Background: an optimization exercise with open tools, aiming at small area and a short achievable clock period. Do not read the settings as production practice. Function was checked by simulation only, so behaviour that the tests miss may differ from the original.

File: flow/design.v
module ConvolutionModule (
    input [199:0] matrix_a,      
    input [199:0] matrix_b,      
    input [1:0] matrix_size,     
    output reg signed [15:0] result_out
);
    function [7:0] get_pixel;
        input [199:0] matrix;
        input [4:0] index;
        begin
            get_pixel = matrix[(index*8) +: 8];
        end
    endfunction
    function signed [7:0] get_kernel;
        input [199:0] matrix;
        input [4:0] index;
        begin
            get_kernel = matrix[(index*8) +: 8];
        end
    endfunction
    function [4:0] get_index;
        input [2:0] row;
        input [2:0] col;
        begin
            get_index = row * 5 + col;  
        end
    endfunction
    function is_valid_coord;
        input [2:0] row;
        input [2:0] col;
        input [1:0] size;
        begin
            case (size)
                2'b00: is_valid_coord = (row < 2) && (col < 2);  
                2'b01: is_valid_coord = (row < 3) && (col < 3);  
                2'b10: is_valid_coord = (row < 4) && (col < 4);  
                2'b11: is_valid_coord = (row < 5) && (col < 5);  
                default: is_valid_coord = 0;
            endcase
        end
    endfunction
    function signed [15:0] optimized_convolution;
        input [199:0] pixels;
        input [199:0] kernel;
        input [1:0] size;
        reg signed [19:0] sum;  
        reg [7:0] pixel_val;
        reg signed [7:0] kernel_val;
        reg [2:0] row, col;
        reg [4:0] idx;
        begin
            sum = 20'sb0;
            for (row = 0; row < 5; row = row + 1) begin
                for (col = 0; col < 5; col = col + 1) begin
                    if (is_valid_coord(row, col, size)) begin
                        idx = get_index(row, col);
                        pixel_val = get_pixel(pixels, idx);
                        kernel_val = get_kernel(kernel, idx);
                        sum = sum + ($signed({1'b0, pixel_val}) * kernel_val);
                    end
                end
            end
            if (sum > 20'sd32767) 
                optimized_convolution = 16'sd32767;
            else if (sum < -20'sd32768)
                optimized_convolution = -16'sd32768;
            else
                optimized_convolution = sum[15:0];
        end
    endfunction
    always @(*) begin
        result_out = optimized_convolution(matrix_a, matrix_b, matrix_size);
    end
endmodule
module sqrt (
    input  wire [31:0] in,
    output reg  [15:0] out   
);
    integer i;
    reg [15:0] x;
    reg [31:0] temp;
    always @(*) begin
        x = 16'h0;
        for (i = 15; i >= 0; i = i - 1) begin
            temp = (x | (1 << i));
            if ((temp * temp) <= in) begin
                x = temp;
            end
        end
        out = x;
    end
endmodule
module Coprocessor (
    input [2:0] op_code,                     
    input [1:0] matrix_size,                 
    input [199:0] matrix_a,                  
    input [199:0] matrix_b,                  
    input [199:0] matrix_c,                  
    output reg process_Done,                
    output reg [199:0] result_final                                  
);
    wire signed [15:0] conv_gx, conv_gy;
    wire signed [15:0] conv_laplacian;
    ConvolutionModule conv_gx_unit (
        .matrix_a(matrix_a),
        .matrix_b(matrix_b),
        .matrix_size(matrix_size),
        .result_out(conv_gx)
    );
    ConvolutionModule conv_gy_unit (
        .matrix_a(matrix_a),
        .matrix_b(matrix_c),
        .matrix_size(matrix_size),
        .result_out(conv_gy)
    );
    ConvolutionModule conv_laplacian_unit (
        .matrix_a(matrix_a),
        .matrix_b(matrix_b),
        .matrix_size(matrix_size),
        .result_out(conv_laplacian)
    );
    wire signed [31:0] gx_squared, gy_squared, sum_squares;
    wire signed [15:0] sqrt_result;
    wire [7:0] saturated_result_gradient, saturated_result_laplacian;
    assign gx_squared = conv_gx * conv_gx;
    assign gy_squared = conv_gy * conv_gy; 
    assign sum_squares = gx_squared + gy_squared;
    sqrt sqrt_unit (
        .in(sum_squares),
        .out(sqrt_result)           
    );
    assign saturated_result_gradient = (sqrt_result > 16'd255) ? 8'd255 : 
                                      (sqrt_result < 16'd0) ? 8'd0 : 
                                      sqrt_result[7:0];
    assign saturated_result_laplacian = (conv_laplacian > 16'sd255) ? 8'd255 : 
                                       (conv_laplacian < -16'sd255) ? 8'd0 :
                                       (conv_laplacian < 16'sd0) ? 8'd0 :
                                       conv_laplacian[7:0];
    always @(*) begin
        case (op_code)
            3'b110: begin  
                result_final = {192'b0, saturated_result_laplacian};   
                process_Done = 1'b1;                     
            end
            3'b111: begin  
                result_final = {192'b0, saturated_result_gradient};   
                process_Done = 1'b1;                     
            end
            default: begin 
                result_final = 200'b0;
                process_Done = 1'b0;
            end
        endcase
    end
endmodule
module FilterPipe (
    input  wire         clk,
    input  wire         rst,
    input  wire         in_valid,
    input  wire [2:0]   op_code,
    input  wire [1:0]   matrix_size,
    input  wire [199:0] matrix_a,
    input  wire [199:0] matrix_b,
    input  wire [199:0] matrix_c,
    output reg          out_valid,
    output reg  [7:0]   result
);
    reg         v_r;
    reg [2:0]   op_r;
    reg [1:0]   size_r;
    reg [199:0] a_r, b_r, c_r;
    wire [199:0] result_final;
    wire         done;
    Coprocessor core (
        .op_code(op_r),
        .matrix_size(size_r),
        .matrix_a(a_r),
        .matrix_b(b_r),
        .matrix_c(c_r),
        .process_Done(done),
        .result_final(result_final)
    );
    always @(posedge clk) begin
        if (rst) begin
            v_r       <= 1'b0;
            out_valid <= 1'b0;
        end else begin
            v_r       <= in_valid;
            out_valid <= v_r;
        end
        op_r   <= op_code;
        size_r <= matrix_size;
        a_r    <= matrix_a;
        b_r    <= matrix_b;
        c_r    <= matrix_c;
        result <= result_final[7:0];
    end
endmodule
File: flow/config.mk
export PLATFORM = sky130hd
export DESIGN_NAME = FilterPipe
export DESIGN_NICKNAME = FilterPipe
export VERILOG_FILES = /design/flow/design.v
export SDC_FILE = /design/flow/constraint.sdc
export NUM_CORES = 8
export LEC_CHECK = 0
export CAP_MARGIN = 20
export CORE_MARGIN = 2
export CORE_UTILIZATION = 40
export PLACE_DENSITY_LB_ADDON = 0.1
export SLEW_MARGIN = 20
File: flow/constraint.sdc
create_clock -name core_clock -period 190.0 [get_ports {clk}]
set_input_delay 38.0000 -clock core_clock [delete_from_list [all_inputs] [get_ports {clk}]]
set_output_delay 38.0000 -clock core_clock [all_outputs]
set_load 0.01 [all_outputs]
File: flow/run.sh
#!/bin/bash
# synth_recipe.tcl (not shown) runs the flow's synth.tcl, then flattens the netlist and writes it again
# the make line also repeats each setting of config.mk as NAME=value (left out here)
make -C /OpenROAD-flow-scripts/flow DESIGN_CONFIG=/design/flow/config.mk WORK_HOME=/design/flow/orfs CLKGATE_MAP_FILE= SYNTH_SCRIPT=/design/flow/synth_recipe.tcl finish
==> results.toml <==
[setup_path]
crit_top_cell = "fa_1"
timing.rr.start = "a_r[3]$_DFF_P_"
critPathSlowestCell = "fa_1"
cp-end-kind = "register"
cp.required_ns = 190.67
r2r_cells = 695
startpoint = "a_r[3]$_DFF_P_"
crit_path_end = "result[4]$_DFF_P_"
path_max_fanout = 27
crit_type = "register to register"
max_stage_delay_ns = 0.74
path_depth = 695
crit_family = "adder cells"
cp_num_buf_inv = 111
timing.rr.end = "result[4]$_DFF_P_"
start_kind = "register"
r2r_slack_ns = 10.43
arrival_ns = 180.24

[power]
netSwitchingPower_mw = 1210
seqPwrFrac_pct = 0
p_int_mw = 838
power_mw = 2050
ir_drop_mv = 6.93
p_seq_mw = 0.164
comb_cell_power_mw = 2050
p_comb_share_pct = 100.0
power_leader = "combinational cells"
pg_clk_mw = 0.207
p_sw_share_pct = 59.1
power_density_nw_per_um2 = 8940
cellLeakagePower_nw = 121
power.share.clock_pct = 0

[cts]
cts-root-buf = "clkbuf_16"
cts_sinks = 615
cts_max_level = 3
clk_pin_slew_ns = 0.06
numCtsBuffers = 102
cts_tree = "built"
cts_max_path_buffers = 4
clk_latency_ns = 0.94

[floorplan]
die_area_um2 = 530000
die_h_um = 728
core_um2 = 522000
num_io_pins = 617
initial_utilization_pct = 40.2
die_w_um = 728
row_count = 265

[yosys]
synth_edf_count = 0
syn_nets = 31400
synth_area_um2 = 210000
synth_cells = 23400
ys.flop_type = "dfxtp_1"
yosys_warnings = 4
synth.avg_cell_area_um2 = 8.97
synthTopCellsByArea = "fa_1 (33%), ha_1 (24%), inv_1 (9.3%)"
ys_ff_latch = 615
seq_area_frac_synth_pct = 5.87
synth_common_cells = "inv_1 (5187), ha_1 (3962), fa_1 (3466), nand2_1 (1814), and2_1 (1801)"
synth_most_common_cell = "inv_1"
synth.largest_area_cell = "fa_1"
synthArstFlopShare_pct = 0
synth_top_area_share_pct = 33.1
ys_types = 92

[routing]
via_per_inst = 5.07
drt-initial-drc-count = 9358
wl_per_cell_um = 22.7
dr.pass1.iters = 9
post-route-drc-count = 0
ant_nets = 0
routed_wl_mm = 704
vias = 157000

[grt]
grt_max_degree = 110
antenna_found_initial = 84
grt_pass1_vias = 166000
gr-total-overflow = 0
grt_pass1_wl_mm = 1060
grt_usage_pct = 26.8

[placed_design]
gp_congestion = 0.921
dp_hpwl_mm = 604
port_buffers = 616

[timing]
period_share_pct = 94.5
rsz0062_at_grt = "no"
max_slew_margin_pct = 18.5
finalSetupTns_ns = 0
maxSlewViolCount = 0
tightest_slew_ns = 1.21
clock.fmax_mhz = 5.57
hold_ws_ns = 0.441
setup_viol = 0
hold_viol = 0
clock_skew_ns = 0.132
period_needed_ns = 179.57

[status]
status = "finished clean"

[min_path]
hold_path.class = "register to register"
hold_start = "v_r$_SDFF_PP0_"
whs_endpoint = "out_valid$_SDFF_PP0_"
hold_depth = 1

[finish]
nNetsFinal = 32000
drive_gt1_share_pct = 2.88
syn_to_final_growth_pct = 9.31

[flow_run]
maxCapViolCount = 0
-- sequential cells by signal, indices dropped and copies added (netlist names) --
signal	count
a_r	200
b_r	200
c_r	200
op_r	3
out_valid	1
result	8
size_r	2
v_r	1
-- what timing repair did --
item                                    CTS  global route
buffers inserted                          0             2
hold buffers                              0             0
resized for setup                         0            36
endpoints found under the setup margin    0             7
-- logic make-up after synthesis --
kind of cell | after synthesis | share of synthesized area [%]
fa+ha+maj | 7428 | 56.7
buf+inv | 5624 | 10.1
simple gates | 5537 | 13.3
compound gates | 2993 | 8.91
xor+xnor | 1090 | 4.65
flops | 615 | 5.87
mux | 89 | 0.472
-- area by class of cell --
cell class | instances | area, um2
Inverter | 5212 | 19600
Multi-Input combinational cell | 17100 | 177000
Antenna cell | 73 | 183
Clock buffer | 111 | 2650
Clock inverter | 72 | 847
Sequential cell | 615 | 12300
Tap cell | 6942 | 8690
Timing Repair Buffer | 896 | 8330
Fill cell | 52000 | 292000
-- placed cells by master (no fill, tap or decap), types with 274 or more instances in the layout --
cell / instances
buf_4: 274
xnor2_1: 758
o21ai_0: 706
a21oi_1: 917
nor2_1: 848
xor2_1: 307
nand2b_1: 422
and2_1: 1801
inv_1: 5185
fa_1: 3466
clkdlybuf4s50_1: 616
a21o_1: 512
dfxtp_1: 605
ha_1: 3962
nand2_1: 1812
-- per-stage QoR --
stage	cell area, um2	util, %	setup WS (ns)	cells
after global routing	229000	43.9	0.0611	31000
after global placement	225000	43.2	9.21	30800
final	229000	43.9	10.43	31100
after detailed placement	225000	43.2	7.88	30800
after floorplan	210000	-	19.56	23400
after CTS	229000	43.9	7.21	31000
-- per-layer routing --
layer / GRT usage [%] / routed length [um] / up-vias
li1: - / - / 74400
met1: 38.0 / 330000 / 78900
met2: 43.2 / 317000 / 3434
met3: 2.87 / 34100 / 631
met4: 7.59 / 22900 / 22
met5: 0 / 152 / -

==> afterwards: timing with drivers on the ports <==
Ports are ideal in the flow. The routed layout listed here was re-timed in OpenROAD. Step 1, drivers: a clkbuf_16 drives clk and a buf_2 each remaining input, both assumed. Step 2, shift: input delay + t, output delay - t, t = (earliest + latest rising clock arrival at the registers) / 2. This alone moves slack from input paths to output paths. a / b / c = ideal ports / drivers / drivers and shift; a / b = the first two.
t (ns): 0.992
setup slack, ns: 10.431 / 10.431 / 10.431
slew at the worst register clock pin (ns): 0.08 / 0.08
worst slew at a driven data input, ns: 0.13
pins driven straight from the clock port: 1
After both steps setup and hold are still met in this run. The setup slack of this run moves by 0.000 ns with the drivers and by 0.000 ns with both steps.
